Context: an optimization exercise on an open-source flow, tuned for small area and a short achievable clock period. The choices shown serve that exercise and are no tape-out recipe. Only simulation tests tie the RTL to the original design; equivalence was not proved. The flow treats the clock pin as an ideal source, which a real chip does not have.

===== flow/run.sh =====
#!/bin/bash
# Standard layout, with the port buffers made from the smallest plain buffer, no
# dummy loads in the clock tree, and busy's OR rebuilt as nor2 + inv (busy.tcl).
set -euo pipefail
here=$(pwd)
bash standard.sh "BUFFER_PORTS_ARGS=-buffer_cell sky130_fd_sc_hd__buf_1" \
  "CTS_ARGS=-sink_clustering_enable -repair_clock_nets -dont_use_dummy_load -sink_clustering_size 40 -buf_list sky130_fd_sc_hd__clkbuf_8" \
  "PRE_GLOBAL_PLACE_TCL=$here/flow/busy.tcl" \
  finish > standard_flow.log 2>&1

===== flow/busy.tcl =====
# Before global placement: rebuild busy = en | done as nor2 + inv, which is
# faster than an or2 on the input-to-output path. Same function.
set drv ""
foreach pin [get_pins -of_objects [get_nets busy]] {
  if {[get_property $pin direction] == "output"} { set drv $pin }
}
if {$drv != ""} {
  set inst [get_cells -of_objects $drv]
  set cell [get_property $inst ref_name]
  if {[string match "sky130_fd_sc_hd__or2_*" $cell]} {
    set name [get_property $inst name]
    set na [get_nets -of_objects [get_pins $name/A]]
    set nb [get_nets -of_objects [get_pins $name/B]]
    set ny [get_nets -of_objects [get_pins $name/X]]
    delete_instance $name
    set mid [make_net busy_nor_n]
    make_instance busy_nor sky130_fd_sc_hd__nor2_2
    make_instance busy_inv sky130_fd_sc_hd__inv_2
    connect_pin $na busy_nor/A
    connect_pin $nb busy_nor/B
    connect_pin $mid busy_nor/Y
    connect_pin $mid busy_inv/A
    connect_pin $ny busy_inv/Y
    foreach p {busy_nor/A busy_nor/B busy_nor/Y busy_inv/A busy_inv/Y} {
      if {[get_nets -quiet -of_objects [get_pins $p]] == ""} { error "busy.tcl: $p not connected" }
    }
    puts "busy.tcl: replaced $name ($cell) by nor2 + inv"
  }
}

===== standard.sh =====
#!/bin/bash
# synth_recipe.tcl (not shown) runs the flow's synth.tcl, then flattens the netlist and writes it again
# the make line also repeats each setting of config.mk as NAME=value (left out here)
make -C /OpenROAD-flow-scripts/flow DESIGN_CONFIG=/design/flow/config.mk WORK_HOME=/design/flow/orfs CLKGATE_MAP_FILE= SYNTH_SCRIPT=/design/flow/synth_recipe.tcl "${@:-finish}"

===== config.mk =====
export PLATFORM = sky130hd
export DESIGN_NAME = montgomery_top
export DESIGN_NICKNAME = montgomery_top
export VERILOG_FILES = /design/flow/design.v
export SDC_FILE = /design/flow/constraint.sdc
export NUM_CORES = 4
export LEC_CHECK = 0
export ABC_CLOCK_PERIOD_IN_PS = 3500
export CAP_MARGIN = 20
export CORE_MARGIN = 2
export CORE_UTILIZATION = 65
export CTS_BUF_LIST = sky130_fd_sc_hd__clkbuf_8
export CTS_CLUSTER_SIZE = 40
export SETUP_SLACK_MARGIN = 4.7
export SLEW_MARGIN = 20
export SYNTH_HIERARCHICAL = 1

===== constraint.sdc =====
create_clock -name core_clock -period 8.0 [get_ports {clk}]
set_input_delay 1.6000 -clock core_clock [delete_from_list [all_inputs] [get_ports {clk}]]
set_output_delay 1.6000 -clock core_clock [all_outputs]
set_load 0.01 [all_outputs]

===== design.v =====
module mm_fa (input a, input b, input c, output s, output co);
assign s  = a ^ b ^ c;
assign co = (a & b) | (c & (a ^ b));
endmodule
module mm_ha (input a, input b, output s, output co);
assign s  = a ^ b;
assign co = a & b;
endmodule
module montgomery_multiply (
    input           clk,
    input   [11:0]  a0,
    input   [11:0]  b0,
    output  [11:0]  r
);
reg [9:0] plo1;
reg [0:0] cy1;
reg [12:0] px1;
reg [12:0] py1;
reg [23:0] p2r;
reg [12:0] qhn3;
reg [12:0] pl3;
reg [12:0] r4;
wire w1;
wire w2;
wire w3;
wire w4;
wire w5;
wire w6;
wire w7;
wire w8;
wire w9;
wire w10;
wire w11;
wire w12;
wire w13;
wire w14;
wire w15;
wire w16;
wire w17;
wire w18;
wire w19;
wire w20;
wire w21;
wire w22;
wire w23;
wire w24;
wire w25;
wire w26;
wire w27;
wire w28;
wire w29;
wire w30;
wire w31;
wire w32;
wire w33;
wire w34;
wire w35;
wire w36;
wire w37;
wire w38;
wire w39;
wire w40;
wire w41;
wire w42;
wire w43;
wire w44;
wire w45;
wire w46;
wire w47;
wire w48;
wire w49;
wire w50;
wire w51;
wire w52;
wire w53;
wire w54;
wire w55;
wire w56;
wire w57;
wire w58;
wire w59;
wire w60;
wire w61;
wire w62;
wire w63;
wire w64;
wire w65;
wire w66;
wire w67;
wire w68;
wire w69;
wire w70;
wire w71;
wire w72;
wire w73;
wire w74;
wire w75;
wire w76;
wire w77;
wire w78;
wire w79;
wire w80;
wire w81;
wire w82;
wire w83;
wire w84;
wire w85;
wire w86;
wire w87;
wire w88;
wire w89;
wire w90;
wire w91;
wire w92;
wire w93;
wire w94;
wire w95;
wire w96;
wire w97;
wire w98;
wire w99;
wire w100;
wire w101;
wire w102;
wire w103;
wire w104;
wire w105;
wire w106;
wire w107;
wire w108;
wire w109;
wire w110;
wire w111;
wire w112;
wire w113;
wire w114;
wire w115;
wire w116;
wire w117;
wire w118;
wire w119;
wire w120;
wire w121;
wire w122;
wire w123;
wire w124;
wire w125;
wire w126;
wire w127;
wire w128;
wire w129;
wire w130;
wire w131;
wire w132;
wire w133;
wire w134;
wire w135;
wire w136;
wire w137;
wire w138;
wire w139;
wire w140;
wire w141;
wire w142;
wire w143;
wire w144;
wire w145;
wire w146;
wire w147;
wire w148;
wire w149;
wire w150;
wire w151;
wire w152;
wire w153;
wire w154;
wire w155;
wire w156;
wire w157;
wire w158;
wire w159;
wire w160;
wire w161;
wire w162;
wire w163;
wire w164;
wire w165;
wire w166;
wire w167;
wire w168;
wire w169;
wire w170;
wire w171;
wire w172;
wire w173;
wire w174;
wire w175;
wire w176;
wire w177;
wire w178;
wire w179;
wire w180;
wire w181;
wire w182;
wire w183;
wire w184;
wire w185;
wire w186;
wire w187;
wire w188;
wire w189;
wire w190;
wire w191;
wire w192;
wire w193;
wire w194;
wire w195;
wire w196;
wire w197;
wire w198;
wire w199;
wire w200;
wire w201;
wire w202;
wire w203;
wire w204;
wire w205;
wire w206;
wire w207;
wire w208;
wire w209;
wire w210;
wire w211;
wire w212;
wire w213;
wire w214;
wire w215;
wire w216;
wire w217;
wire w218;
wire w219;
wire w220;
wire w221;
wire w222;
wire w223;
wire w224;
wire w225;
wire w226;
wire w227;
wire w228;
wire w229;
wire w230;
wire w231;
wire w232;
wire w233;
wire w234;
wire w235;
wire w236;
wire w237;
wire w238;
wire w239;
wire w240;
wire w241;
wire w242;
wire w243;
wire w244;
wire w245;
wire w246;
wire w247;
wire w248;
wire w249;
wire w250;
wire w251;
wire w252;
wire w253;
wire w254;
wire w255;
wire w256;
wire w257;
wire w258;
wire w259;
wire w260;
wire w261;
wire w262;
wire w263;
wire w264;
wire w265;
wire w266;
wire w267;
wire w268;
wire w269;
wire w270;
wire w271;
wire w272;
wire w273;
wire w274;
wire w275;
wire w276;
wire w277;
wire w278;
wire w279;
wire w280;
wire w281;
wire w282;
wire w283;
wire w284;
wire w285;
wire w286;
wire w287;
wire w288;
wire w289;
wire w290;
wire w291;
wire w292;
wire w293;
wire w294;
wire w295;
wire w296;
wire w297;
wire w298;
wire w299;
wire w300;
wire w301;
wire w302;
wire w303;
wire w304;
wire w305;
wire w306;
wire w307;
wire w308;
wire w309;
wire w310;
wire w311;
wire w312;
wire w313;
wire w314;
wire w315;
wire w316;
wire w317;
wire w318;
wire w319;
wire w320;
wire w321;
wire w322;
wire w323;
wire w324;
wire w325;
wire w326;
wire w327;
wire w328;
wire w329;
wire w330;
wire w331;
wire w332;
wire w333;
wire w334;
wire w335;
wire w336;
wire w337;
wire w338;
wire w339;
wire w340;
wire w341;
wire w342;
wire w343;
wire w344;
wire w345;
wire w346;
wire w347;
wire w348;
wire w349;
wire w350;
wire w351;
wire w352;
wire w353;
wire w354;
wire w355;
wire w356;
wire w357;
wire w358;
wire w359;
wire w360;
wire w361;
wire w362;
wire w363;
wire w364;
wire w365;
wire w366;
wire w367;
wire w368;
wire w369;
wire w370;
wire w371;
wire w372;
wire w373;
wire w374;
wire w375;
wire w376;
wire w377;
wire w378;
wire w379;
wire w380;
wire w381;
wire w382;
wire w383;
wire w384;
wire w385;
wire w386;
wire w387;
wire w388;
wire w389;
wire w390;
wire w391;
wire w392;
wire w393;
wire w394;
wire w395;
wire w396;
wire w397;
wire w398;
wire w399;
wire w400;
wire w401;
wire w402;
wire w403;
wire w404;
wire w405;
wire w406;
wire w407;
wire w408;
wire w409;
wire w410;
wire w411;
wire w412;
wire w413;
wire w414;
wire w415;
wire w416;
wire w417;
wire w418;
wire w419;
wire w420;
wire w421;
wire w422;
wire w423;
wire w424;
wire w425;
wire w426;
wire w427;
wire w428;
wire w429;
wire w430;
wire w431;
wire w432;
wire w433;
wire w434;
wire w435;
wire w436;
wire w437;
wire w438;
wire w439;
wire w440;
wire w441;
wire w442;
wire w443;
wire w444;
wire w445;
wire w446;
wire w447;
wire w448;
wire w449;
wire w450;
wire w451;
wire w452;
wire w453;
wire w454;
wire w455;
wire w456;
wire w457;
wire w458;
wire w459;
wire w460;
wire w461;
wire w462;
wire w463;
wire w464;
wire w465;
wire w466;
wire w467;
wire w468;
wire w469;
wire w470;
wire w471;
wire w472;
wire w473;
wire w474;
wire w475;
wire w476;
wire w477;
wire w478;
wire w479;
wire w480;
wire w481;
wire w482;
wire w483;
wire w484;
wire w485;
wire w486;
wire w487;
wire w488;
wire w489;
wire w490;
wire w491;
wire w492;
wire w493;
wire w494;
wire w495;
wire w496;
wire w497;
wire w498;
wire w499;
wire w500;
wire w501;
wire w502;
wire w503;
wire w504;
wire w505;
wire w506;
wire w507;
wire w508;
wire w509;
wire w510;
wire w511;
wire w512;
wire w513;
wire w514;
wire w515;
wire w516;
wire w517;
wire w518;
wire w519;
wire w520;
wire w521;
wire w522;
wire w523;
wire w524;
wire w525;
wire w526;
wire w527;
wire w528;
wire w529;
wire w530;
wire w531;
wire w532;
wire w533;
wire w534;
wire w535;
wire w536;
wire w537;
wire w538;
wire w539;
wire w540;
wire w541;
wire w542;
wire w543;
wire w544;
wire w545;
wire w546;
wire w547;
wire w548;
wire w549;
wire w550;
wire w551;
wire w552;
wire w553;
wire w554;
wire w555;
wire w556;
wire w557;
wire w558;
wire w559;
wire w560;
wire w561;
wire w562;
wire w563;
wire w564;
wire w565;
wire w566;
wire w567;
wire w568;
wire w569;
wire w570;
wire w571;
wire w572;
wire w573;
wire w574;
wire w575;
wire w576;
wire w577;
wire w578;
wire w579;
wire w580;
wire w581;
wire w582;
wire w583;
wire w584;
wire w585;
wire w586;
wire w587;
wire w588;
wire w589;
wire w590;
wire w591;
wire w592;
wire w593;
wire w594;
wire w595;
wire w596;
wire w597;
wire w598;
wire w599;
wire w600;
wire w601;
wire w602;
wire w603;
wire w604;
wire w605;
wire w606;
wire w607;
wire w608;
wire w609;
wire w610;
wire w611;
wire w612;
wire w613;
wire w614;
wire w615;
wire w616;
wire w617;
wire w618;
wire w619;
wire w620;
wire w621;
wire w622;
wire w623;
wire w624;
wire w625;
wire w626;
wire w627;
wire w628;
wire w629;
wire w630;
wire w631;
wire w632;
wire w633;
wire w634;
wire w635;
wire w636;
wire w637;
wire w638;
wire w639;
wire w640;
wire w641;
wire w642;
wire w643;
wire w644;
wire w645;
wire w646;
wire w647;
wire w648;
wire w649;
wire w650;
wire w651;
wire w652;
wire w653;
wire w654;
wire w655;
wire w656;
wire w657;
wire w658;
wire w659;
wire w660;
wire w661;
wire w662;
wire w663;
wire w664;
wire w665;
wire w666;
wire w667;
wire w668;
wire w669;
wire w670;
wire w671;
wire w672;
wire w673;
wire w674;
wire w675;
wire w676;
wire w677;
wire w678;
wire w679;
wire w680;
wire w681;
wire w682;
wire w683;
wire w684;
wire w685;
wire w686;
wire w687;
wire w688;
wire w689;
wire w690;
wire w691;
wire w692;
wire w693;
wire w694;
wire w695;
wire w696;
wire w697;
wire w698;
wire w699;
wire w700;
wire w701;
wire w702;
wire w703;
wire w704;
wire w705;
wire w706;
wire w707;
wire w708;
wire w709;
wire w710;
wire w711;
wire w712;
wire w713;
wire w714;
wire w715;
wire w716;
wire w717;
wire w718;
wire w719;
wire w720;
wire w721;
wire w722;
wire w723;
wire w724;
wire w725;
wire w726;
wire w727;
wire w728;
wire w729;
wire w730;
wire w731;
wire w732;
wire w733;
wire w734;
wire w735;
wire w736;
wire w737;
wire w738;
wire w739;
wire w740;
wire w741;
wire w742;
wire w743;
wire w744;
wire w745;
wire w746;
wire w747;
wire w748;
wire w749;
wire w750;
wire w751;
wire w752;
wire w753;
wire w754;
wire w755;
wire w756;
wire w757;
wire w758;
wire w759;
wire w760;
wire w761;
wire w762;
wire w763;
wire w764;
wire w765;
wire w766;
wire w767;
wire w768;
wire w769;
wire w770;
wire w771;
wire w772;
wire w773;
wire w774;
wire w775;
wire w776;
wire w777;
wire w778;
wire w779;
wire w780;
wire w781;
wire w782;
wire w783;
wire w784;
wire w785;
wire w786;
wire w787;
wire w788;
wire w789;
wire w790;
wire w791;
wire w792;
wire w793;
wire w794;
wire w795;
wire w796;
assign w1 = ~(a0[0] & b0[0]);
assign w2 = ~(a0[0] & b0[1]);
assign w3 = ~(a0[0] & b0[2]);
assign w4 = ~(a0[0] & b0[3]);
assign w5 = ~(a0[0] & b0[4]);
assign w6 = ~(a0[0] & b0[5]);
assign w7 = ~(a0[0] & b0[6]);
assign w8 = ~(a0[0] & b0[7]);
assign w9 = ~(a0[0] & b0[8]);
assign w10 = ~(a0[0] & b0[9]);
assign w11 = ~(a0[0] & b0[10]);
assign w12 = ~(a0[0] & b0[11]);
assign w13 = ~(a0[1] & b0[0]);
assign w14 = ~(a0[1] & b0[1]);
assign w15 = ~(a0[1] & b0[2]);
assign w16 = ~(a0[1] & b0[3]);
assign w17 = ~(a0[1] & b0[4]);
assign w18 = ~(a0[1] & b0[5]);
assign w19 = ~(a0[1] & b0[6]);
assign w20 = ~(a0[1] & b0[7]);
assign w21 = ~(a0[1] & b0[8]);
assign w22 = ~(a0[1] & b0[9]);
assign w23 = ~(a0[1] & b0[10]);
assign w24 = ~(a0[1] & b0[11]);
assign w25 = ~(a0[2] & b0[0]);
assign w26 = ~(a0[2] & b0[1]);
assign w27 = ~(a0[2] & b0[2]);
assign w28 = ~(a0[2] & b0[3]);
assign w29 = ~(a0[2] & b0[4]);
assign w30 = ~(a0[2] & b0[5]);
assign w31 = ~(a0[2] & b0[6]);
assign w32 = ~(a0[2] & b0[7]);
assign w33 = ~(a0[2] & b0[8]);
assign w34 = ~(a0[2] & b0[9]);
assign w35 = ~(a0[2] & b0[10]);
assign w36 = ~(a0[2] & b0[11]);
assign w37 = ~(a0[3] & b0[0]);
assign w38 = ~(a0[3] & b0[1]);
assign w39 = ~(a0[3] & b0[2]);
assign w40 = ~(a0[3] & b0[3]);
assign w41 = ~(a0[3] & b0[4]);
assign w42 = ~(a0[3] & b0[5]);
assign w43 = ~(a0[3] & b0[6]);
assign w44 = ~(a0[3] & b0[7]);
assign w45 = ~(a0[3] & b0[8]);
assign w46 = ~(a0[3] & b0[9]);
assign w47 = ~(a0[3] & b0[10]);
assign w48 = ~(a0[3] & b0[11]);
assign w49 = ~(a0[4] & b0[0]);
assign w50 = ~(a0[4] & b0[1]);
assign w51 = ~(a0[4] & b0[2]);
assign w52 = ~(a0[4] & b0[3]);
assign w53 = ~(a0[4] & b0[4]);
assign w54 = ~(a0[4] & b0[5]);
assign w55 = ~(a0[4] & b0[6]);
assign w56 = ~(a0[4] & b0[7]);
assign w57 = ~(a0[4] & b0[8]);
assign w58 = ~(a0[4] & b0[9]);
assign w59 = ~(a0[4] & b0[10]);
assign w60 = ~(a0[4] & b0[11]);
assign w61 = ~(a0[5] & b0[0]);
assign w62 = ~(a0[5] & b0[1]);
assign w63 = ~(a0[5] & b0[2]);
assign w64 = ~(a0[5] & b0[3]);
assign w65 = ~(a0[5] & b0[4]);
assign w66 = ~(a0[5] & b0[5]);
assign w67 = ~(a0[5] & b0[6]);
assign w68 = ~(a0[5] & b0[7]);
assign w69 = ~(a0[5] & b0[8]);
assign w70 = ~(a0[5] & b0[9]);
assign w71 = ~(a0[5] & b0[10]);
assign w72 = ~(a0[5] & b0[11]);
assign w73 = ~(a0[6] & b0[0]);
assign w74 = ~(a0[6] & b0[1]);
assign w75 = ~(a0[6] & b0[2]);
assign w76 = ~(a0[6] & b0[3]);
assign w77 = ~(a0[6] & b0[4]);
assign w78 = ~(a0[6] & b0[5]);
assign w79 = ~(a0[6] & b0[6]);
assign w80 = ~(a0[6] & b0[7]);
assign w81 = ~(a0[6] & b0[8]);
assign w82 = ~(a0[6] & b0[9]);
assign w83 = ~(a0[6] & b0[10]);
assign w84 = ~(a0[6] & b0[11]);
assign w85 = ~(a0[7] & b0[0]);
assign w86 = ~(a0[7] & b0[1]);
assign w87 = ~(a0[7] & b0[2]);
assign w88 = ~(a0[7] & b0[3]);
assign w89 = ~(a0[7] & b0[4]);
assign w90 = ~(a0[7] & b0[5]);
assign w91 = ~(a0[7] & b0[6]);
assign w92 = ~(a0[7] & b0[7]);
assign w93 = ~(a0[7] & b0[8]);
assign w94 = ~(a0[7] & b0[9]);
assign w95 = ~(a0[7] & b0[10]);
assign w96 = ~(a0[7] & b0[11]);
assign w97 = ~(a0[8] & b0[0]);
assign w98 = ~(a0[8] & b0[1]);
assign w99 = ~(a0[8] & b0[2]);
assign w100 = ~(a0[8] & b0[3]);
assign w101 = ~(a0[8] & b0[4]);
assign w102 = ~(a0[8] & b0[5]);
assign w103 = ~(a0[8] & b0[6]);
assign w104 = ~(a0[8] & b0[7]);
assign w105 = ~(a0[8] & b0[8]);
assign w106 = ~(a0[8] & b0[9]);
assign w107 = ~(a0[8] & b0[10]);
assign w108 = ~(a0[8] & b0[11]);
assign w109 = ~(a0[9] & b0[0]);
assign w110 = ~(a0[9] & b0[1]);
assign w111 = ~(a0[9] & b0[2]);
assign w112 = ~(a0[9] & b0[3]);
assign w113 = ~(a0[9] & b0[4]);
assign w114 = ~(a0[9] & b0[5]);
assign w115 = ~(a0[9] & b0[6]);
assign w116 = ~(a0[9] & b0[7]);
assign w117 = ~(a0[9] & b0[8]);
assign w118 = ~(a0[9] & b0[9]);
assign w119 = ~(a0[9] & b0[10]);
assign w120 = ~(a0[9] & b0[11]);
assign w121 = ~(a0[10] & b0[0]);
assign w122 = ~(a0[10] & b0[1]);
assign w123 = ~(a0[10] & b0[2]);
assign w124 = ~(a0[10] & b0[3]);
assign w125 = ~(a0[10] & b0[4]);
assign w126 = ~(a0[10] & b0[5]);
assign w127 = ~(a0[10] & b0[6]);
assign w128 = ~(a0[10] & b0[7]);
assign w129 = ~(a0[10] & b0[8]);
assign w130 = ~(a0[10] & b0[9]);
assign w131 = ~(a0[10] & b0[10]);
assign w132 = ~(a0[10] & b0[11]);
assign w133 = ~(a0[11] & b0[0]);
assign w134 = ~(a0[11] & b0[1]);
assign w135 = ~(a0[11] & b0[2]);
assign w136 = ~(a0[11] & b0[3]);
assign w137 = ~(a0[11] & b0[4]);
assign w138 = ~(a0[11] & b0[5]);
assign w139 = ~(a0[11] & b0[6]);
assign w140 = ~(a0[11] & b0[7]);
assign w141 = ~(a0[11] & b0[8]);
assign w142 = ~(a0[11] & b0[9]);
assign w143 = ~(a0[11] & b0[10]);
assign w144 = ~(a0[11] & b0[11]);
mm_fa u_w145 (.a(w10), .b(w21), .c(w32), .s(w145), .co(w146));
mm_fa u_w147 (.a(w11), .b(w22), .c(w33), .s(w147), .co(w148));
mm_fa u_w149 (.a(w44), .b(w55), .c(w66), .s(w149), .co(w150));
mm_fa u_w151 (.a(w12), .b(w23), .c(w34), .s(w151), .co(w152));
mm_fa u_w153 (.a(w45), .b(w56), .c(w67), .s(w153), .co(w154));
mm_fa u_w155 (.a(w78), .b(w89), .c(w100), .s(w155), .co(w156));
mm_fa u_w157 (.a(w24), .b(w35), .c(w46), .s(w157), .co(w158));
mm_fa u_w159 (.a(w57), .b(w68), .c(w79), .s(w159), .co(w160));
mm_fa u_w161 (.a(w90), .b(w101), .c(w112), .s(w161), .co(w162));
mm_fa u_w163 (.a(w36), .b(w47), .c(w58), .s(w163), .co(w164));
mm_fa u_w165 (.a(w69), .b(w80), .c(w91), .s(w165), .co(w166));
mm_fa u_w167 (.a(w48), .b(w59), .c(w70), .s(w167), .co(w168));
mm_fa u_w169 (.a(w7), .b(w18), .c(w29), .s(w169), .co(w170));
mm_fa u_w171 (.a(w8), .b(w19), .c(w30), .s(w171), .co(w172));
mm_fa u_w173 (.a(w41), .b(w52), .c(w63), .s(w173), .co(w174));
mm_fa u_w175 (.a(w9), .b(w20), .c(w31), .s(w175), .co(w176));
mm_fa u_w177 (.a(w42), .b(w53), .c(w64), .s(w177), .co(w178));
mm_fa u_w179 (.a(w75), .b(w86), .c(w97), .s(w179), .co(w180));
mm_fa u_w181 (.a(w43), .b(w54), .c(w65), .s(w181), .co(w182));
mm_fa u_w183 (.a(w76), .b(w87), .c(w98), .s(w183), .co(w184));
mm_fa u_w185 (.a(w109), .b(w145), .c(1'b1), .s(w185), .co(w186));
mm_fa u_w187 (.a(w77), .b(w88), .c(w99), .s(w187), .co(w188));
mm_fa u_w189 (.a(w110), .b(w121), .c(w146), .s(w189), .co(w190));
mm_fa u_w191 (.a(w147), .b(w149), .c(1'b1), .s(w191), .co(w192));
mm_fa u_w193 (.a(w111), .b(w122), .c(w133), .s(w193), .co(w194));
mm_fa u_w195 (.a(w148), .b(w150), .c(w151), .s(w195), .co(w196));
mm_fa u_w197 (.a(w153), .b(w155), .c(1'b1), .s(w197), .co(w198));
mm_fa u_w199 (.a(w123), .b(w134), .c(w152), .s(w199), .co(w200));
mm_fa u_w201 (.a(w154), .b(w156), .c(w157), .s(w201), .co(w202));
mm_fa u_w203 (.a(w159), .b(w161), .c(1'b1), .s(w203), .co(w204));
mm_fa u_w205 (.a(w102), .b(w113), .c(w124), .s(w205), .co(w206));
mm_fa u_w207 (.a(w135), .b(w158), .c(w160), .s(w207), .co(w208));
mm_fa u_w209 (.a(w162), .b(w163), .c(w165), .s(w209), .co(w210));
mm_fa u_w211 (.a(w81), .b(w92), .c(w103), .s(w211), .co(w212));
mm_fa u_w213 (.a(w114), .b(w125), .c(w136), .s(w213), .co(w214));
mm_fa u_w215 (.a(w164), .b(w166), .c(w167), .s(w215), .co(w216));
mm_fa u_w217 (.a(w60), .b(w71), .c(w82), .s(w217), .co(w218));
mm_fa u_w219 (.a(w93), .b(w104), .c(w115), .s(w219), .co(w220));
mm_fa u_w221 (.a(w126), .b(w137), .c(w168), .s(w221), .co(w222));
mm_fa u_w223 (.a(w72), .b(w83), .c(w94), .s(w223), .co(w224));
mm_fa u_w225 (.a(w105), .b(w116), .c(w127), .s(w225), .co(w226));
mm_fa u_w227 (.a(w84), .b(w95), .c(w106), .s(w227), .co(w228));
mm_fa u_w229 (.a(w5), .b(w16), .c(w27), .s(w229), .co(w230));
mm_fa u_w231 (.a(w6), .b(w17), .c(w28), .s(w231), .co(w232));
mm_fa u_w233 (.a(w39), .b(w50), .c(w61), .s(w233), .co(w234));
mm_fa u_w235 (.a(w40), .b(w51), .c(w62), .s(w235), .co(w236));
mm_fa u_w237 (.a(w73), .b(w169), .c(1'b1), .s(w237), .co(w238));
mm_fa u_w239 (.a(w74), .b(w85), .c(w170), .s(w239), .co(w240));
mm_fa u_w241 (.a(w171), .b(w173), .c(1'b1), .s(w241), .co(w242));
mm_fa u_w243 (.a(w172), .b(w174), .c(w175), .s(w243), .co(w244));
mm_fa u_w245 (.a(w177), .b(w179), .c(1'b1), .s(w245), .co(w246));
mm_fa u_w247 (.a(w176), .b(w178), .c(w180), .s(w247), .co(w248));
mm_fa u_w249 (.a(w181), .b(w183), .c(w185), .s(w249), .co(w250));
mm_fa u_w251 (.a(w182), .b(w184), .c(w186), .s(w251), .co(w252));
mm_fa u_w253 (.a(w187), .b(w189), .c(w191), .s(w253), .co(w254));
mm_fa u_w255 (.a(w188), .b(w190), .c(w192), .s(w255), .co(w256));
mm_fa u_w257 (.a(w193), .b(w195), .c(w197), .s(w257), .co(w258));
mm_fa u_w259 (.a(w194), .b(w196), .c(w198), .s(w259), .co(w260));
mm_fa u_w261 (.a(w199), .b(w201), .c(w203), .s(w261), .co(w262));
mm_fa u_w263 (.a(w200), .b(w202), .c(w204), .s(w263), .co(w264));
mm_fa u_w265 (.a(w205), .b(w207), .c(w209), .s(w265), .co(w266));
mm_fa u_w267 (.a(w206), .b(w208), .c(w210), .s(w267), .co(w268));
mm_fa u_w269 (.a(w211), .b(w213), .c(w215), .s(w269), .co(w270));
mm_fa u_w271 (.a(w212), .b(w214), .c(w216), .s(w271), .co(w272));
mm_fa u_w273 (.a(w217), .b(w219), .c(w221), .s(w273), .co(w274));
mm_fa u_w275 (.a(w138), .b(w218), .c(w220), .s(w275), .co(w276));
mm_fa u_w277 (.a(w222), .b(w223), .c(w225), .s(w277), .co(w278));
mm_fa u_w279 (.a(w117), .b(w128), .c(w139), .s(w279), .co(w280));
mm_fa u_w281 (.a(w224), .b(w226), .c(w227), .s(w281), .co(w282));
mm_fa u_w283 (.a(w96), .b(w107), .c(w118), .s(w283), .co(w284));
mm_fa u_w285 (.a(w129), .b(w140), .c(w228), .s(w285), .co(w286));
mm_fa u_w287 (.a(w108), .b(w119), .c(w130), .s(w287), .co(w288));
mm_fa u_w289 (.a(w4), .b(w15), .c(w26), .s(w289), .co(w290));
mm_fa u_w291 (.a(w38), .b(w49), .c(w229), .s(w291), .co(w292));
mm_fa u_w293 (.a(w230), .b(w231), .c(w233), .s(w293), .co(w294));
mm_fa u_w295 (.a(w232), .b(w234), .c(w235), .s(w295), .co(w296));
mm_fa u_w297 (.a(w236), .b(w238), .c(w239), .s(w297), .co(w298));
mm_fa u_w299 (.a(w240), .b(w242), .c(w243), .s(w299), .co(w300));
mm_fa u_w301 (.a(w244), .b(w246), .c(w247), .s(w301), .co(w302));
mm_fa u_w303 (.a(w248), .b(w250), .c(w251), .s(w303), .co(w304));
mm_fa u_w305 (.a(w252), .b(w254), .c(w255), .s(w305), .co(w306));
mm_fa u_w307 (.a(w256), .b(w258), .c(w259), .s(w307), .co(w308));
mm_fa u_w309 (.a(w260), .b(w262), .c(w263), .s(w309), .co(w310));
mm_fa u_w311 (.a(w264), .b(w266), .c(w267), .s(w311), .co(w312));
mm_fa u_w313 (.a(w268), .b(w270), .c(w271), .s(w313), .co(w314));
mm_fa u_w315 (.a(w272), .b(w274), .c(w275), .s(w315), .co(w316));
mm_fa u_w317 (.a(w276), .b(w278), .c(w279), .s(w317), .co(w318));
mm_fa u_w319 (.a(w280), .b(w282), .c(w283), .s(w319), .co(w320));
mm_fa u_w321 (.a(w141), .b(w284), .c(w286), .s(w321), .co(w322));
mm_fa u_w323 (.a(w120), .b(w131), .c(w142), .s(w323), .co(w324));
mm_fa u_w325 (.a(w3), .b(w14), .c(w25), .s(w325), .co(w326));
mm_fa u_w327 (.a(w37), .b(w289), .c(1'b1), .s(w327), .co(w328));
mm_fa u_w329 (.a(w290), .b(w291), .c(1'b1), .s(w329), .co(w330));
mm_fa u_w331 (.a(w292), .b(w293), .c(1'b1), .s(w331), .co(w332));
mm_fa u_w333 (.a(w237), .b(w294), .c(w295), .s(w333), .co(w334));
mm_fa u_w335 (.a(w241), .b(w296), .c(w297), .s(w335), .co(w336));
mm_fa u_w337 (.a(w245), .b(w298), .c(w299), .s(w337), .co(w338));
mm_fa u_w339 (.a(w249), .b(w300), .c(w301), .s(w339), .co(w340));
mm_fa u_w341 (.a(w253), .b(w302), .c(w303), .s(w341), .co(w342));
mm_fa u_w343 (.a(w257), .b(w304), .c(w305), .s(w343), .co(w344));
mm_fa u_w345 (.a(w261), .b(w306), .c(w307), .s(w345), .co(w346));
mm_fa u_w347 (.a(w265), .b(w308), .c(w309), .s(w347), .co(w348));
mm_fa u_w349 (.a(w269), .b(w310), .c(w311), .s(w349), .co(w350));
mm_fa u_w351 (.a(w273), .b(w312), .c(w313), .s(w351), .co(w352));
mm_fa u_w353 (.a(w277), .b(w314), .c(w315), .s(w353), .co(w354));
mm_fa u_w355 (.a(w281), .b(w316), .c(w317), .s(w355), .co(w356));
mm_fa u_w357 (.a(w285), .b(w318), .c(w319), .s(w357), .co(w358));
mm_fa u_w359 (.a(w287), .b(w320), .c(w321), .s(w359), .co(w360));
mm_fa u_w361 (.a(w288), .b(w322), .c(w323), .s(w361), .co(w362));
mm_fa u_w363 (.a(w132), .b(w143), .c(w324), .s(w363), .co(w364));
assign w365 = w1 & 1'b1;
assign w366 = w1 ^ 1'b1;
assign w367 = w2 & w13;
assign w368 = w2 ^ w13;
assign w369 = w325 & 1'b1;
assign w370 = w325 ^ 1'b1;
assign w371 = w326 & w327;
assign w372 = w326 ^ w327;
assign w373 = w328 & w329;
assign w374 = w328 ^ w329;
assign w375 = w330 & w331;
assign w376 = w330 ^ w331;
assign w377 = w332 & w333;
assign w378 = w332 ^ w333;
assign w379 = w334 & w335;
assign w380 = w334 ^ w335;
assign w381 = w336 & w337;
assign w382 = w336 ^ w337;
assign w383 = w338 & w339;
assign w384 = w338 ^ w339;
assign w385 = w365 | (w366 & 1'b1);
assign w386 = w367 | (w368 & w385);
assign w387 = w368 & w366;
assign w388 = w371 | (w372 & w369);
assign w389 = w372 & w370;
assign w390 = w375 | (w376 & w373);
assign w391 = w376 & w374;
assign w392 = w379 | (w380 & w377);
assign w393 = w380 & w378;
assign w394 = w383 | (w384 & w381);
assign w395 = w384 & w382;
assign w396 = w369 | (w370 & w386);
assign w397 = w370 & w387;
assign w398 = w388 | (w389 & w386);
assign w399 = w389 & w387;
assign w400 = w377 | (w378 & w390);
assign w401 = w378 & w391;
assign w402 = w392 | (w393 & w390);
assign w403 = w393 & w391;
assign w404 = 1'b0 & w395;
assign w405 = w373 | (w374 & w398);
assign w406 = w374 & w399;
assign w407 = w390 | (w391 & w398);
assign w408 = w391 & w399;
assign w409 = w400 | (w401 & w398);
assign w410 = w401 & w399;
assign w411 = w402 | (w403 & w398);
assign w412 = w403 & w399;
assign w413 = w381 | (w382 & w411);
assign w414 = w382 & w412;
assign w415 = w394 | (w395 & w411);
assign w416 = w395 & w412;
assign w417 = w404 & w411;
assign w418 = w404 & w412;
assign w419 = w366 ^ 1'b1;
assign w420 = w368 ^ w385;
assign w421 = w370 ^ w386;
assign w422 = w372 ^ w396;
assign w423 = w374 ^ w398;
assign w424 = w376 ^ w405;
assign w425 = w378 ^ w407;
assign w426 = w380 ^ w409;
assign w427 = w382 ^ w411;
assign w428 = w384 ^ w413;
assign w429 = 1'b0 ^ w415;
assign w430 = px1[0] & py1[0];
assign w431 = px1[0] ^ py1[0];
assign w432 = px1[1] & py1[1];
assign w433 = px1[1] ^ py1[1];
assign w434 = px1[2] & py1[2];
assign w435 = px1[2] ^ py1[2];
assign w436 = px1[3] & py1[3];
assign w437 = px1[3] ^ py1[3];
assign w438 = px1[4] & py1[4];
assign w439 = px1[4] ^ py1[4];
assign w440 = w430 | (w431 & cy1[0]);
assign w441 = w432 | (w433 & w440);
assign w442 = w433 & w431;
assign w443 = w434 | (w435 & w441);
assign w444 = w435 & w442;
assign w445 = w436 | (w437 & w443);
assign w446 = w437 & w444;
assign w447 = w438 | (w439 & w445);
assign w448 = w439 & w446;
assign w449 = 1'b0 & w448;
assign w450 = w431 ^ cy1[0];
assign w451 = w433 ^ w440;
assign w452 = w435 ^ w441;
assign w453 = w437 ^ w443;
assign w454 = w439 ^ w445;
assign w455 = 1'b0 ^ w447;
assign w456 = px1[5] & py1[5];
assign w457 = px1[5] ^ py1[5];
assign w458 = px1[6] & py1[6];
assign w459 = px1[6] ^ py1[6];
assign w460 = px1[7] & py1[7];
assign w461 = px1[7] ^ py1[7];
assign w462 = px1[8] & py1[8];
assign w463 = px1[8] ^ py1[8];
assign w464 = px1[9] & py1[9];
assign w465 = px1[9] ^ py1[9];
assign w466 = px1[10] & py1[10];
assign w467 = px1[10] ^ py1[10];
assign w468 = px1[11] & py1[11];
assign w469 = px1[11] ^ py1[11];
assign w470 = px1[12] & py1[12];
assign w471 = px1[12] ^ py1[12];
assign w472 = 1'b1 & 1'b1;
assign w473 = 1'b1 ^ 1'b1;
assign w474 = w456 | (w457 & w455);
assign w475 = w458 | (w459 & w474);
assign w476 = w459 & w457;
assign w477 = w462 | (w463 & w460);
assign w478 = w463 & w461;
assign w479 = w466 | (w467 & w464);
assign w480 = w467 & w465;
assign w481 = w470 | (w471 & w468);
assign w482 = w471 & w469;
assign w483 = w460 | (w461 & w475);
assign w484 = w461 & w476;
assign w485 = w477 | (w478 & w475);
assign w486 = w478 & w476;
assign w487 = w468 | (w469 & w479);
assign w488 = w469 & w480;
assign w489 = w481 | (w482 & w479);
assign w490 = w482 & w480;
assign w491 = w464 | (w465 & w485);
assign w492 = w465 & w486;
assign w493 = w479 | (w480 & w485);
assign w494 = w480 & w486;
assign w495 = w487 | (w488 & w485);
assign w496 = w488 & w486;
assign w497 = w489 | (w490 & w485);
assign w498 = w490 & w486;
assign w499 = w472 | (w473 & w497);
assign w500 = w473 & w498;
assign w501 = w457 ^ w455;
assign w502 = w459 ^ w474;
assign w503 = w461 ^ w475;
assign w504 = w463 ^ w483;
assign w505 = w465 ^ w485;
assign w506 = w467 ^ w491;
assign w507 = w469 ^ w493;
assign w508 = w471 ^ w495;
assign w509 = w473 ^ w497;
mm_ha u_w510 (.a(p2r[12]), .b(p2r[14]), .s(w510), .co(w511));
mm_ha u_w512 (.a(p2r[13]), .b(p2r[15]), .s(w512), .co(w513));
mm_ha u_w514 (.a(p2r[14]), .b(p2r[16]), .s(w514), .co(w515));
mm_ha u_w516 (.a(p2r[15]), .b(p2r[17]), .s(w516), .co(w517));
mm_ha u_w518 (.a(p2r[10]), .b(p2r[12]), .s(w518), .co(w519));
mm_fa u_w520 (.a(p2r[13]), .b(~p2r[17]), .c(~p2r[19]), .s(w520), .co(w521));
mm_fa u_w522 (.a(~p2r[18]), .b(~p2r[20]), .c(p2r[11]), .s(w522), .co(w523));
mm_fa u_w524 (.a(~p2r[19]), .b(~p2r[21]), .c(w511), .s(w524), .co(w525));
mm_fa u_w526 (.a(~p2r[20]), .b(~p2r[22]), .c(w513), .s(w526), .co(w527));
mm_fa u_w528 (.a(~p2r[21]), .b(~p2r[23]), .c(w515), .s(w528), .co(w529));
mm_fa u_w530 (.a(p2r[18]), .b(~p2r[22]), .c(~p2r[16]), .s(w530), .co(w531));
mm_fa u_w532 (.a(p2r[19]), .b(~p2r[23]), .c(p2r[16]), .s(w532), .co(w533));
mm_ha u_w534 (.a(p2r[18]), .b(p2r[20]), .s(w534), .co(w535));
mm_ha u_w536 (.a(p2r[11]), .b(~p2r[15]), .s(w536), .co(w537));
mm_fa u_w538 (.a(~p2r[16]), .b(~p2r[18]), .c(w518), .s(w538), .co(w539));
mm_fa u_w540 (.a(~p2r[11]), .b(w519), .c(w520), .s(w540), .co(w541));
mm_fa u_w542 (.a(w510), .b(w521), .c(w522), .s(w542), .co(w543));
mm_fa u_w544 (.a(w512), .b(w523), .c(w524), .s(w544), .co(w545));
mm_fa u_w546 (.a(w514), .b(w525), .c(w526), .s(w546), .co(w547));
mm_fa u_w548 (.a(w516), .b(w527), .c(w528), .s(w548), .co(w549));
mm_fa u_w550 (.a(w517), .b(w529), .c(w530), .s(w550), .co(w551));
mm_fa u_w552 (.a(~p2r[17]), .b(w531), .c(w532), .s(w552), .co(w553));
mm_fa u_w554 (.a(p2r[17]), .b(w533), .c(w534), .s(w554), .co(w555));
mm_fa u_w556 (.a(p2r[21]), .b(~p2r[19]), .c(w535), .s(w556), .co(w557));
mm_fa u_w558 (.a(p2r[22]), .b(p2r[19]), .c(~p2r[20]), .s(w558), .co(w559));
mm_fa u_w560 (.a(p2r[23]), .b(p2r[20]), .c(~p2r[21]), .s(w560), .co(w561));
mm_ha u_w562 (.a(p2r[21]), .b(~p2r[22]), .s(w562), .co(w563));
mm_ha u_w564 (.a(p2r[22]), .b(~p2r[23]), .s(w564), .co(w565));
assign w566 = ~p2r[17] & w536;
assign w567 = ~p2r[17] ^ w536;
assign w568 = w537 & w538;
assign w569 = w537 ^ w538;
assign w570 = w539 & w540;
assign w571 = w539 ^ w540;
assign w572 = w541 & w542;
assign w573 = w541 ^ w542;
assign w574 = w543 & w544;
assign w575 = w543 ^ w544;
assign w576 = w545 & w546;
assign w577 = w545 ^ w546;
assign w578 = w547 & w548;
assign w579 = w547 ^ w548;
assign w580 = w549 & w550;
assign w581 = w549 ^ w550;
assign w582 = w551 & w552;
assign w583 = w551 ^ w552;
assign w584 = w553 & w554;
assign w585 = w553 ^ w554;
assign w586 = w555 & w556;
assign w587 = w555 ^ w556;
assign w588 = w557 & w558;
assign w589 = w557 ^ w558;
assign w590 = w559 & w560;
assign w591 = w559 ^ w560;
assign w592 = w561 & w562;
assign w593 = w561 ^ w562;
assign w594 = w563 & w564;
assign w595 = w563 ^ w564;
assign w596 = ~p2r[23] & w565;
assign w597 = ~p2r[23] ^ w565;
assign w598 = w568 | (w569 & w566);
assign w599 = w569 & w567;
assign w600 = w572 | (w573 & w570);
assign w601 = w573 & w571;
assign w602 = w576 | (w577 & w574);
assign w603 = w577 & w575;
assign w604 = w580 | (w581 & w578);
assign w605 = w581 & w579;
assign w606 = w584 | (w585 & w582);
assign w607 = w585 & w583;
assign w608 = w588 | (w589 & w586);
assign w609 = w589 & w587;
assign w610 = w592 | (w593 & w590);
assign w611 = w593 & w591;
assign w612 = w596 | (w597 & w594);
assign w613 = w597 & w595;
assign w614 = w570 | (w571 & w598);
assign w615 = w571 & w599;
assign w616 = w600 | (w601 & w598);
assign w617 = w601 & w599;
assign w618 = w578 | (w579 & w602);
assign w619 = w579 & w603;
assign w620 = w604 | (w605 & w602);
assign w621 = w605 & w603;
assign w622 = w586 | (w587 & w606);
assign w623 = w587 & w607;
assign w624 = w608 | (w609 & w606);
assign w625 = w609 & w607;
assign w626 = w594 | (w595 & w610);
assign w627 = w595 & w611;
assign w628 = w612 | (w613 & w610);
assign w629 = w613 & w611;
assign w630 = w574 | (w575 & w616);
assign w631 = w575 & w617;
assign w632 = w602 | (w603 & w616);
assign w633 = w603 & w617;
assign w634 = w618 | (w619 & w616);
assign w635 = w619 & w617;
assign w636 = w620 | (w621 & w616);
assign w637 = w621 & w617;
assign w638 = w590 | (w591 & w624);
assign w639 = w591 & w625;
assign w640 = w610 | (w611 & w624);
assign w641 = w611 & w625;
assign w642 = w626 | (w627 & w624);
assign w643 = w627 & w625;
assign w644 = w628 | (w629 & w624);
assign w645 = w629 & w625;
assign w646 = w582 | (w583 & w636);
assign w647 = w583 & w637;
assign w648 = w606 | (w607 & w636);
assign w649 = w607 & w637;
assign w650 = w622 | (w623 & w636);
assign w651 = w623 & w637;
assign w652 = w624 | (w625 & w636);
assign w653 = w625 & w637;
assign w654 = w638 | (w639 & w636);
assign w655 = w639 & w637;
assign w656 = w640 | (w641 & w636);
assign w657 = w641 & w637;
assign w658 = w642 | (w643 & w636);
assign w659 = w643 & w637;
assign w660 = w644 | (w645 & w636);
assign w661 = w645 & w637;
assign w662 = w569 ^ w566;
assign w663 = w571 ^ w598;
assign w664 = w573 ^ w614;
assign w665 = w575 ^ w616;
assign w666 = w577 ^ w630;
assign w667 = w579 ^ w632;
assign w668 = w581 ^ w634;
assign w669 = w583 ^ w636;
assign w670 = w585 ^ w646;
assign w671 = w587 ^ w648;
assign w672 = w589 ^ w650;
assign w673 = w591 ^ w652;
assign w674 = w593 ^ w654;
assign w675 = w595 ^ w656;
assign w676 = w597 ^ w658;
mm_fa u_w677 (.a(qhn3[11]), .b(qhn3[3]), .c(qhn3[1]), .s(w677), .co(w678));
mm_fa u_w679 (.a(pl3[12]), .b(qhn3[12]), .c(qhn3[4]), .s(w679), .co(w680));
mm_ha u_w681 (.a(qhn3[2]), .b(qhn3[1]), .s(w681), .co(w682));
mm_ha u_w683 (.a(pl3[9]), .b(qhn3[9]), .s(w683), .co(w684));
mm_fa u_w685 (.a(qhn3[10]), .b(qhn3[2]), .c(qhn3[0]), .s(w685), .co(w686));
mm_fa u_w687 (.a(qhn3[0]), .b(pl3[10]), .c(~pl3[11]), .s(w687), .co(w688));
mm_fa u_w689 (.a(pl3[11]), .b(w678), .c(w679), .s(w689), .co(w690));
mm_ha u_w691 (.a(pl3[1]), .b(qhn3[1]), .s(w691), .co(w692));
mm_ha u_w693 (.a(pl3[2]), .b(qhn3[2]), .s(w693), .co(w694));
mm_ha u_w695 (.a(pl3[3]), .b(qhn3[3]), .s(w695), .co(w696));
mm_ha u_w697 (.a(pl3[4]), .b(qhn3[4]), .s(w697), .co(w698));
mm_ha u_w699 (.a(pl3[5]), .b(qhn3[5]), .s(w699), .co(w700));
mm_ha u_w701 (.a(pl3[6]), .b(qhn3[6]), .s(w701), .co(w702));
mm_ha u_w703 (.a(pl3[7]), .b(qhn3[7]), .s(w703), .co(w704));
mm_fa u_w705 (.a(qhn3[8]), .b(qhn3[0]), .c(~pl3[8]), .s(w705), .co(w706));
mm_fa u_w707 (.a(qhn3[1]), .b(pl3[8]), .c(w683), .s(w707), .co(w708));
mm_fa u_w709 (.a(~pl3[10]), .b(w684), .c(w685), .s(w709), .co(w710));
mm_fa u_w711 (.a(w677), .b(w686), .c(w687), .s(w711), .co(w712));
mm_fa u_w713 (.a(w681), .b(w688), .c(w689), .s(w713), .co(w714));
assign w715 = qhn3[0] & ~pl3[0];
assign w716 = qhn3[0] ^ ~pl3[0];
assign w717 = pl3[0] & w691;
assign w718 = pl3[0] ^ w691;
assign w719 = w692 & w693;
assign w720 = w692 ^ w693;
assign w721 = w694 & w695;
assign w722 = w694 ^ w695;
assign w723 = w696 & w697;
assign w724 = w696 ^ w697;
assign w725 = w698 & w699;
assign w726 = w698 ^ w699;
assign w727 = w700 & w701;
assign w728 = w700 ^ w701;
assign w729 = w702 & w703;
assign w730 = w702 ^ w703;
assign w731 = w704 & w705;
assign w732 = w704 ^ w705;
assign w733 = w706 & w707;
assign w734 = w706 ^ w707;
assign w735 = w708 & w709;
assign w736 = w708 ^ w709;
assign w737 = w710 & w711;
assign w738 = w710 ^ w711;
assign w739 = w712 & w713;
assign w740 = w712 ^ w713;
assign w741 = w717 | (w718 & w715);
assign w742 = w718 & w716;
assign w743 = w721 | (w722 & w719);
assign w744 = w722 & w720;
assign w745 = w725 | (w726 & w723);
assign w746 = w726 & w724;
assign w747 = w729 | (w730 & w727);
assign w748 = w730 & w728;
assign w749 = w733 | (w734 & w731);
assign w750 = w734 & w732;
assign w751 = w737 | (w738 & w735);
assign w752 = w738 & w736;
assign w753 = w719 | (w720 & w741);
assign w754 = w720 & w742;
assign w755 = w743 | (w744 & w741);
assign w756 = w744 & w742;
assign w757 = w727 | (w728 & w745);
assign w758 = w728 & w746;
assign w759 = w747 | (w748 & w745);
assign w760 = w748 & w746;
assign w761 = w735 | (w736 & w749);
assign w762 = w736 & w750;
assign w763 = w751 | (w752 & w749);
assign w764 = w752 & w750;
assign w765 = w723 | (w724 & w755);
assign w766 = w724 & w756;
assign w767 = w745 | (w746 & w755);
assign w768 = w746 & w756;
assign w769 = w757 | (w758 & w755);
assign w770 = w758 & w756;
assign w771 = w759 | (w760 & w755);
assign w772 = w760 & w756;
assign w773 = w739 | (w740 & w763);
assign w774 = w740 & w764;
assign w775 = w731 | (w732 & w771);
assign w776 = w732 & w772;
assign w777 = w749 | (w750 & w771);
assign w778 = w750 & w772;
assign w779 = w761 | (w762 & w771);
assign w780 = w762 & w772;
assign w781 = w763 | (w764 & w771);
assign w782 = w764 & w772;
assign w783 = w773 | (w774 & w771);
assign w784 = w774 & w772;
assign w785 = w718 ^ w715;
assign w786 = w720 ^ w741;
assign w787 = w722 ^ w753;
assign w788 = w724 ^ w755;
assign w789 = w726 ^ w765;
assign w790 = w728 ^ w767;
assign w791 = w730 ^ w769;
assign w792 = w732 ^ w771;
assign w793 = w734 ^ w775;
assign w794 = w736 ^ w777;
assign w795 = w738 ^ w779;
assign w796 = w740 ^ w781;
always @(posedge clk) begin
    plo1[0] <= ~w419;
    plo1[1] <= ~w420;
    plo1[2] <= ~w421;
    plo1[3] <= ~w422;
    plo1[4] <= ~w423;
    plo1[5] <= ~w424;
    plo1[6] <= ~w425;
    plo1[7] <= ~w426;
    plo1[8] <= ~w427;
    plo1[9] <= ~w428;
    cy1[0] <= w429;
    px1[0] <= w340;
    px1[1] <= w342;
    px1[2] <= w344;
    px1[3] <= w346;
    px1[4] <= w348;
    px1[5] <= w350;
    px1[6] <= w352;
    px1[7] <= w354;
    px1[8] <= w356;
    px1[9] <= w358;
    px1[10] <= w360;
    px1[11] <= w362;
    px1[12] <= w144;
    py1[0] <= w341;
    py1[1] <= w343;
    py1[2] <= w345;
    py1[3] <= w347;
    py1[4] <= w349;
    py1[5] <= w351;
    py1[6] <= w353;
    py1[7] <= w355;
    py1[8] <= w357;
    py1[9] <= w359;
    py1[10] <= w361;
    py1[11] <= w363;
    py1[12] <= w364;
    p2r[0] <= plo1[0];
    p2r[1] <= plo1[1];
    p2r[2] <= plo1[2];
    p2r[3] <= plo1[3];
    p2r[4] <= plo1[4];
    p2r[5] <= plo1[5];
    p2r[6] <= plo1[6];
    p2r[7] <= plo1[7];
    p2r[8] <= plo1[8];
    p2r[9] <= plo1[9];
    p2r[10] <= ~w450;
    p2r[11] <= ~w451;
    p2r[12] <= ~w452;
    p2r[13] <= ~w453;
    p2r[14] <= ~w454;
    p2r[15] <= ~w501;
    p2r[16] <= ~w502;
    p2r[17] <= ~w503;
    p2r[18] <= ~w504;
    p2r[19] <= ~w505;
    p2r[20] <= ~w506;
    p2r[21] <= ~w507;
    p2r[22] <= ~w508;
    p2r[23] <= ~w509;
    qhn3[0] <= ~w664;
    qhn3[1] <= ~w665;
    qhn3[2] <= ~w666;
    qhn3[3] <= ~w667;
    qhn3[4] <= ~w668;
    qhn3[5] <= ~w669;
    qhn3[6] <= ~w670;
    qhn3[7] <= ~w671;
    qhn3[8] <= ~w672;
    qhn3[9] <= ~w673;
    qhn3[10] <= ~w674;
    qhn3[11] <= ~w675;
    qhn3[12] <= ~w676;
    pl3[0] <= p2r[0];
    pl3[1] <= p2r[1];
    pl3[2] <= p2r[2];
    pl3[3] <= p2r[3];
    pl3[4] <= p2r[4];
    pl3[5] <= p2r[5];
    pl3[6] <= p2r[6];
    pl3[7] <= p2r[7];
    pl3[8] <= p2r[8];
    pl3[9] <= p2r[9];
    pl3[10] <= p2r[10];
    pl3[11] <= p2r[11];
    pl3[12] <= p2r[12];
    r4[0] <= w716;
    r4[1] <= w785;
    r4[2] <= w786;
    r4[3] <= w787;
    r4[4] <= w788;
    r4[5] <= w789;
    r4[6] <= w790;
    r4[7] <= w791;
    r4[8] <= w792;
    r4[9] <= w793;
    r4[10] <= w794;
    r4[11] <= w795;
    r4[12] <= w796;
end
assign r = r4[11:0] + ({12{r4[12]}} & 12'd3329);
endmodule
module montgomery_top (
    input           clk     ,
    input           rst_n   ,
    input           en      ,
    input   [11:0]  a       ,
    input   [11:0]  b       ,
    output          busy    ,
    output          done    ,
    output  [11:0]  r
);
reg [4:0] vld;
always @(posedge clk) begin
    if (!rst_n) vld <= 5'd0;
    else        vld <= {vld[3:0], en};
end
assign done = vld[4];
assign busy = en | done;
reg [11:0] a0, b0;
always @(posedge clk) begin
    a0 <= a;
    b0 <= b;
end
montgomery_multiply u_mm (.clk(clk), .a0(a0), .b0(b0), .r(r));
endmodule

==> results of run 1 <==
==> per-module statistics from Yosys, one instance, submodules excluded <==
module	copies in the design	flip-flops and latches	cells	area [um2]
mm_fa	139	0	1	20.0
mm_ha	18	0	1	12.5
montgomery_multiply	1	100	505	4590
montgomery_top	1	29	35	618
==> flip-flops by register name, indices dropped and copies added (netlist names) <==
| register | count |
|---|---|
| a0 | 12 |
| u_mm.px1 | 13 |
| u_mm.plo1 | 10 |
| vld | 5 |
| u_mm.qhn3 | 13 |
| u_mm.p2r | 24 |
| u_mm.py1 | 13 |
| u_mm.r4 | 13 |
| u_mm.cy1 | 1 |
| u_mm.pl3 | 13 |
| b0 | 12 |
==> what timing repair did <==
action	in CTS	in global routing
pin swaps	38	23
cloned	0	0
resized for setup	76	39
setup endpoints to repair	30	30
buffers inserted	28	8
==> cells in the mapped netlist <==
cell,n,area share
fa_1,156,0.38
nand2_1,149,0.068
dfxtp_1,129,0.31
ha_1,62,0.094
inv_1,49,0.022
clkbuf_1,24,0.011
xnor2_1,24,0.026
nor2_1,15,0.0069
xor2_1,14,0.015
a21o_1,12,0.011
a21oi_1,9,0.0055
and2_1,8,0.0061
nand3_1,7,0.0043
nor2b_1,6,0.0046
nor3_1,3,0.0018
o21bai_1,3,0.0027
a31oi_1,2,0.0015
nand2b_1,2,0.0015
o21ai_0,2,0.0012
o21ai_2,2,0.0021
or2_2,2,0.0015
a211o_1,1,0.0011
a211oi_1,1,0.00091
a21boi_0,1,0.00091
a21o_2,1,0.0011
a21oi_2,1,0.0011
a311o_2,1,0.0014
a41oi_2,1,0.0020
and3_1,1,0.00076
and4b_1,1,0.0012
conb_1,1,0.00046
o2111ai_1,1,0.0011
o211ai_1,1,0.00091
o211ai_2,1,0.0015
o21a_1,1,0.00091
o21ba_1,1,0.0012
or2_1,1,0.00076
or2b_1,1,0.00091
==> through the flow <==
step,util,setup WS (ps),instance area [um2]
floorplan,-,4490,8340
detailed placement,0.688,4160,8580
CTS,0.742,4470,9250
global route,0.757,4370,9430
finish,0.757,4480,9430
global placement,0.688,4260,8580
==> worst min-delay path by stage <==
| stage | start | endpoint | slack, ps | cells after the start |
|---|---|---|---|---|
| finish | u_mm.p2r[5] | u_mm.pl3[5] | 330 | 0 |
| global route | u_mm.plo1[8] | u_mm.p2r[8] | 340 | 0 |
| CTS | u_mm.p2r[6] | u_mm.pl3[6] | 330 | 0 |
| detailed placement | u_mm.plo1[1] | u_mm.p2r[1] | 310 | 0 |
| global placement | u_mm.p2r[1] | u_mm.pl3[1] | 310 | 0 |
| floorplan | u_mm.plo1[0] | u_mm.p2r[0] | 310 | 0 |
==> cells by family (layout without fill, tap and decap cells) <==
family	after synthesis	in the layout	synth area share
adder cells (fa/ha/maj)	218	218	0.475
AND/OR/NAND/NOR	196	196	0.0984
flip-flops	129	129	0.314
buffers and inverters	73	143	0.0334
AO/OA/AOI/OAI	42	42	0.0381
XOR/XNOR	38	38	0.0405
other	1	10	0.000457
==> layout make-up <==
type | instances | share of cell area
Inverter | 50 | 0.0199
Sequential cell | 129 | 0.281
Multi-Input combinational cell | 504 | 0.601
Timing Repair Buffer | 76 | 0.0505
Tap cell | 172 | 0.0228
Clock buffer | 17 | 0.0248
==> critical path, cell delays in order <==
cell    delay [ps]
buf_8          100
nor2_4          70
inv_2           40
buf_6          110
==> routing by layer <==
layer / part of all wire / global-route usage / vias to the layer above / wire, um
li1: - / - / 2303 / -
met1: 0.40 / 0.309 / 2548 / 6240
met2: 0.53 / 0.448 / 171 / 8200
met3: 0.054 / 0.0571 / 25 / 846
met4: 0.020 / 0.105 / 0 / 314
met5: 0 / 0 / - / 0
==> metrics.csv, run 1 <==
metric;value;unit
clk slew on worst S/H paths;60;ps
Cell Area, Synth;8210;um2
largest net degree at the start of global routing;17;
CTS Buf Count;17;
CP max FO;2;
Starting Density;0.659;
HPWL after detailed placement;12000;um
synthesis-stage register bit count;129;
routability cong.;0.862;
diodes inserted;0;
fin. max-slew vios;0;
Critical Path Source Type;input pin;
Wirelength per Cell;16.5;um
fin crit share;0.440;
Max Buffers Root-to-Sink;2;
first-iteration detailed-routing DRC count;258;
Ys Warns;8;
WP data arrival;1920;ps
final WL;15600;um
Setup CP Type;in2out;
Skew-Pair Late Insertion Delay;440;ps
# hold bufs at CTS;0;
gr ovfl total;0;
TritonCTS clock tree;done;
layout cells sized above 1;0.206;
Mapped Cells;697;
RR Startpoint;u_mm.px1[0];
most frequent cells in the layout;nand2_1 (139), fa_1 (135), dfxtp_1 (97);
Least-Margin Pin Slew;508;ps
footprint of the multi-input gates;5670;um2
I/O Pins;41;
Avg Cell Area, Syn;11.8;um2
synth unique cells;38;
fill count;836;
RSZ-0062 raised after global routing;true;
drt pass-1 iters;5;
Achievable Freq;284;MHz
hold slack;325;ps
I/O Buffers;40;
nature of the critical path endpoint;output pin;
relative slew slack;0.661;
FP Rows;41;
Post-Route Setup TNS;0;ps
flop-to-flop setup slack;4490;ps
clk_skew;31.4;ps
dpl cells;895;
most common cell after layout, fill and taps aside;nand2_1;
run status;timing/DRC/antenna clean;
number of global-route vias before repair;5538;
global-route wire length before repair;25600;um
Register Area;2660;um2
Syn-to-layout area delta;14.9;%
minimum clock period;3520;ps
CTS H-tree depth;4;
total core area;12500;um2
# Max-Cap Violations;0;
crit path launch;en;
end of the critical path;busy;
clk root buf;clkbuf_8;
initial antenna violation count;0;
nets@finish;1023;
Die W;116;um
clk sinks;129;
final hold vios;0;
DIE AREA;13600;um2
Die Span Y;116;um
DRT antenna net count;0;
Finished Layout Cells;948;
DRC Markers;0;
Tot GR Track Use;0.256;
Reg2Reg Depth;15;
Setup violations, final;0;
CP required;6400;ps
worst r2r dst;u_mm.p2r[21];
routed vias/inst;5.32;
register area share after synthesis;0.314;
vias post-DR;5047;
class of the worst hold path;reg2reg;
==> inputs of run 2 (changes only) <==
--- a/flow/run.sh
+++ b/flow/run.sh
@@ -7,3 +7,3 @@
   "CTS_ARGS=-sink_clustering_enable -repair_clock_nets -dont_use_dummy_load -sink_clustering_size 40 -buf_list sky130_fd_sc_hd__clkbuf_8" \
-  "PRE_GLOBAL_PLACE_TCL=$here/flow/busy.tcl" \
+  "PRE_GLOBAL_PLACE_TCL=$here/flow/busy.tcl" "PRE_CTS_TCL=$here/flow/cts_pre.tcl" \
   finish > standard_flow.log 2>&1
==> flow/cts_pre.tcl (new file) <==
set_max_fanout 40 [current_design]
--- a/config.mk
+++ b/config.mk
@@ -13,3 +13,3 @@
 export CTS_CLUSTER_SIZE = 40
-export SETUP_SLACK_MARGIN = 4.7
+export SETUP_SLACK_MARGIN = 4.6
 export SLEW_MARGIN = 20
==> metrics.csv, run 2 <==
metric;value;unit;change
run status;timing/DRC/antenna clean;;unchanged
EDFF count, synth;0;;unchanged
diodes inserted;0;;unchanged
drt pass-1 iters;4;;was 5
Tot GR Track Use;0.252;;was 0.256
Cell Area, Synth;8210;um2;unchanged
most frequent cells in the layout;nand2_1 (145), fa_1 (145), dfxtp_1 (102);;was nand2_1 (139), fa_1 (135), dfxtp_1 (97)
# Max-Cap Violations;0;;unchanged
dpl cells;895;;unchanged
Die W;116;um;unchanged
first-iteration detailed-routing DRC count;193;;was 258
nets@finish;1005;;was 1023
DRT antenna net count;0;;unchanged
Main synth FF type;dfxtp_1;;unchanged
TritonCTS clock tree;done;;unchanged
Post-Route Setup TNS;0;ps;unchanged
placed cell areas;8580;um2;unchanged
area leader, netlist;fa_1;;unchanged
clk_skew;30.4;ps;was 31.4 ps
I/O Pins;41;;unchanged
FP Rows;41;;unchanged
DIE AREA;13600;um2;unchanged
Register Area;2640;um2;was 2660 um2
class of the worst hold path;reg2reg;;unchanged
Mapped Cells;697;;unchanged
Finished Layout Cells;930;;was 948
Synth top area share;0.380;;unchanged
clk sinks;129;;unchanged
crit-path max cell delay;110;ps;about the same
Syn-to-layout area delta;11.2;%;was 14.9%
vias post-DR;4977;;was 5047
DRT met1 WL;6180;um;was 6240 um
CTS Buf Count;17;;unchanged
routed vias/inst;5.35;;was 5.32
relative slew slack;0.640;;was 0.661
final hold vios;0;;unchanged
WP data arrival;1920;ps;about the same
top post-synthesis cells by area;fa_1 (38%), dfxtp_1 (31%), ha_1 (9.4%), nand2_1 (6.8%), xnor2_1 (2.6%);;unchanged
HPWL after detailed placement;12000;um;unchanged
final WL;15200;um;was 15600 um
worst path cell trace;buf_8 > nor2_4 > inv_2 > buf_6;;unchanged
Synth async-reset ratio;0;;unchanged
Setup CP Type;in2out;;unchanged
Avg Cell Area, Syn;11.8;um2;unchanged
fin crit share;0.439;;was 0.440
routability cong.;0.862;;unchanged
top sig layer;met4;;unchanged
Ys Warns;8;;unchanged
Critical Path Source Type;input pin;;unchanged
initial antenna violation count;0;;unchanged
CP required;6400;ps;about the same
largest net degree at the start of global routing;17;;unchanged
# hold bufs at CTS;0;;unchanged
minimum clock period;3520;ps;about the same
fill count;871;;was 836
synth cell count leaders;fa_1 (156), nand2_1 (149), dfxtp_1 (129);;unchanged
CP max-delay cell;buf_6;;unchanged
max FFs per register;24;;unchanged
layout cells sized above 1;0.149;;was 0.206
clk slew on worst S/H paths;60;ps;about the same
Wirelength per Cell;16.4;um;was 16.5 um
Largest delay share family, worst path;buffers and inverters;;unchanged
synth unique cells;38;;unchanged
fin. max-slew vios;0;;unchanged
Top reg by flops;u_mm.p2r;;unchanged
Starting Density;0.659;;unchanged
footprint of the multi-input gates;5550;um2;was 5670 um2
DRC Markers;0;;unchanged
final core occ;0.733;;was 0.757
WL met3;753;um;was 846 um
global-route wire length before repair;25200;um;was 25600 um
Die Span Y;116;um;unchanged
synthesis-stage register bit count;129;;unchanged
nature of the critical path endpoint;output pin;;unchanged
Least-Margin Pin Slew;539;ps;was 508 ps
Skew-Pair Late Insertion Delay;440;ps;about the same
I/O Buffers;40;;unchanged
Worst Path Buf+Inv;3;;unchanged
CP max FO;2;;unchanged
most frequent cell after synthesis;fa_1;;unchanged
met2 WL post-DR;7950;um;was 8200 um
Setup violations, final;0;;unchanged
cell area after layout;9140;um2;was 9430 um2
register area share after synthesis;0.314;;unchanged
RSZ-0062 raised after global routing;true;;unchanged
gr ovfl total;0;;unchanged
total core area;12500;um2;unchanged
number of global-route vias before repair;5462;;was 5538
Achievable Freq;284;MHz;about the same
[run 2: cell types whose count changed in the layout (fill, tap and decap cells not counted), moves of 2 or more]
cell     before  now
buf_4        29   18
buf_6         7    1
dfxtp_1      97  102
dfxtp_4      13    9
fa_1        135  145
fa_2         21   11
ha_1         55   57
ha_4          7    5
inv_1        43   45
inv_2         7    5
nand2_1     139  145
nand2_2       6    3
nand2_4       4    1
nand3_4       2    0
[run 2: per-layer routing]
layer / global-route usage / up-vias
met4: 0.0952 / 0
met3: 0.0581 / 29
met5: 0 / -
li1: - / 2265
met1: 0.303 / 2529
met2: 0.445 / 154
[run 2: worst reg2reg max path, cell delays in order (launching register included)]
cell and delay [ps]:
dfxtp_4 380, nand2_4 60, fa_2 380, fa_1 470
fa_1 530, fa_1 460, ha_4 310, nand2_2 40
o211ai_1 270, fa_2 500, inv_1 60
[run 2: final timing paths]
kind	from	end	slack [ps]	cells past startpoint
setup / recovery	en	busy	4480	4
hold / removal	u_mm.p2r[5]	u_mm.pl3[5]	330	0
setup reg to reg	b0[4]	u_mm.plo1[8]	4490	10
hold reg to reg	u_mm.p2r[5]	u_mm.pl3[5]	330	0
[run 2: cell families after synthesis]
kind of cell	Yosys count	synth area share
flops	129	0.314
compound gates	42	0.0381
xor+xnor	38	0.0405
simple gates	196	0.0984
other cells	1	0.000457
fa+ha+maj	218	0.475
buf+inv	73	0.0334
[run 2: area by class of cell, clock buffers not listed]
type / count / share of cell area
Timing Repair Buffer: 58 / 0.0340
Inverter: 50 / 0.0205
Tap cell: 172 / 0.0236
Sequential cell: 129 / 0.289
Multi-Input combinational cell: 504 / 0.607
[run 2: metrics by stage]
step | setup WS (ps) | hold slack (ps)
after detailed placement | 4160 | 312
after global routing | 4370 | 336
final | 4480 | 326
after global placement | 4260 | 312
after floorplan | 4490 | 310
after CTS | 4470 | 327
[run 2: what timing repair did]
item / 4_1_cts / 5_1_grt
pin swaps: 18 / 7
buffers inserted: 18 / 0
gates cloned: 0 / 0
resized for setup: 47 / 21
endpoints found under the setup margin: 16 / 27
[run 2: per-module statistics from Yosys (local to each module, per instance)]
| module | cell area [um2] | cells | flip-flops and latches |
|---|---|---|---|
| montgomery_multiply | 4590 | 505 | 100 |
| montgomery_top | 618 | 35 | 29 |
| mm_fa | 20.0 | 1 | 0 |
| mm_ha | 12.5 | 1 | 0 |

what the ideal ports hide:
The flow's constraints put no driver on any port. The routed layouts listed below were extracted and timed again, unchanged, in two steps.
Step 1, drivers: a clkbuf_16 drives clk and a buf_2 each remaining input, both assumed.
Step 2 also shifts input and output timing later by t, the mid clock arrival at the registers, as if the neighbouring blocks saw the same clock.
Three values: ideal, step 1, step 2; two values: the first two.
| run | t, ns | setup slack, ns | clock arrival spread, ns | worst data-port slew with drivers (ns) | pins driven straight from the clock port |
|---|---|---|---|---|---|
| run 1 | 0.460 | 4.483 / 4.440 / 4.440 | 0.032 / 0.032 | 0.06 | 1 |
| run 2 | 0.463 | 4.485 / 4.440 / 4.440 | 0.031 / 0.030 | 0.06 | 1 |
After both steps setup and hold are still met in every run listed. The setup slack of run 2, which loses most, moves by -0.045 ns with the drivers and by -0.045 ns with both steps.
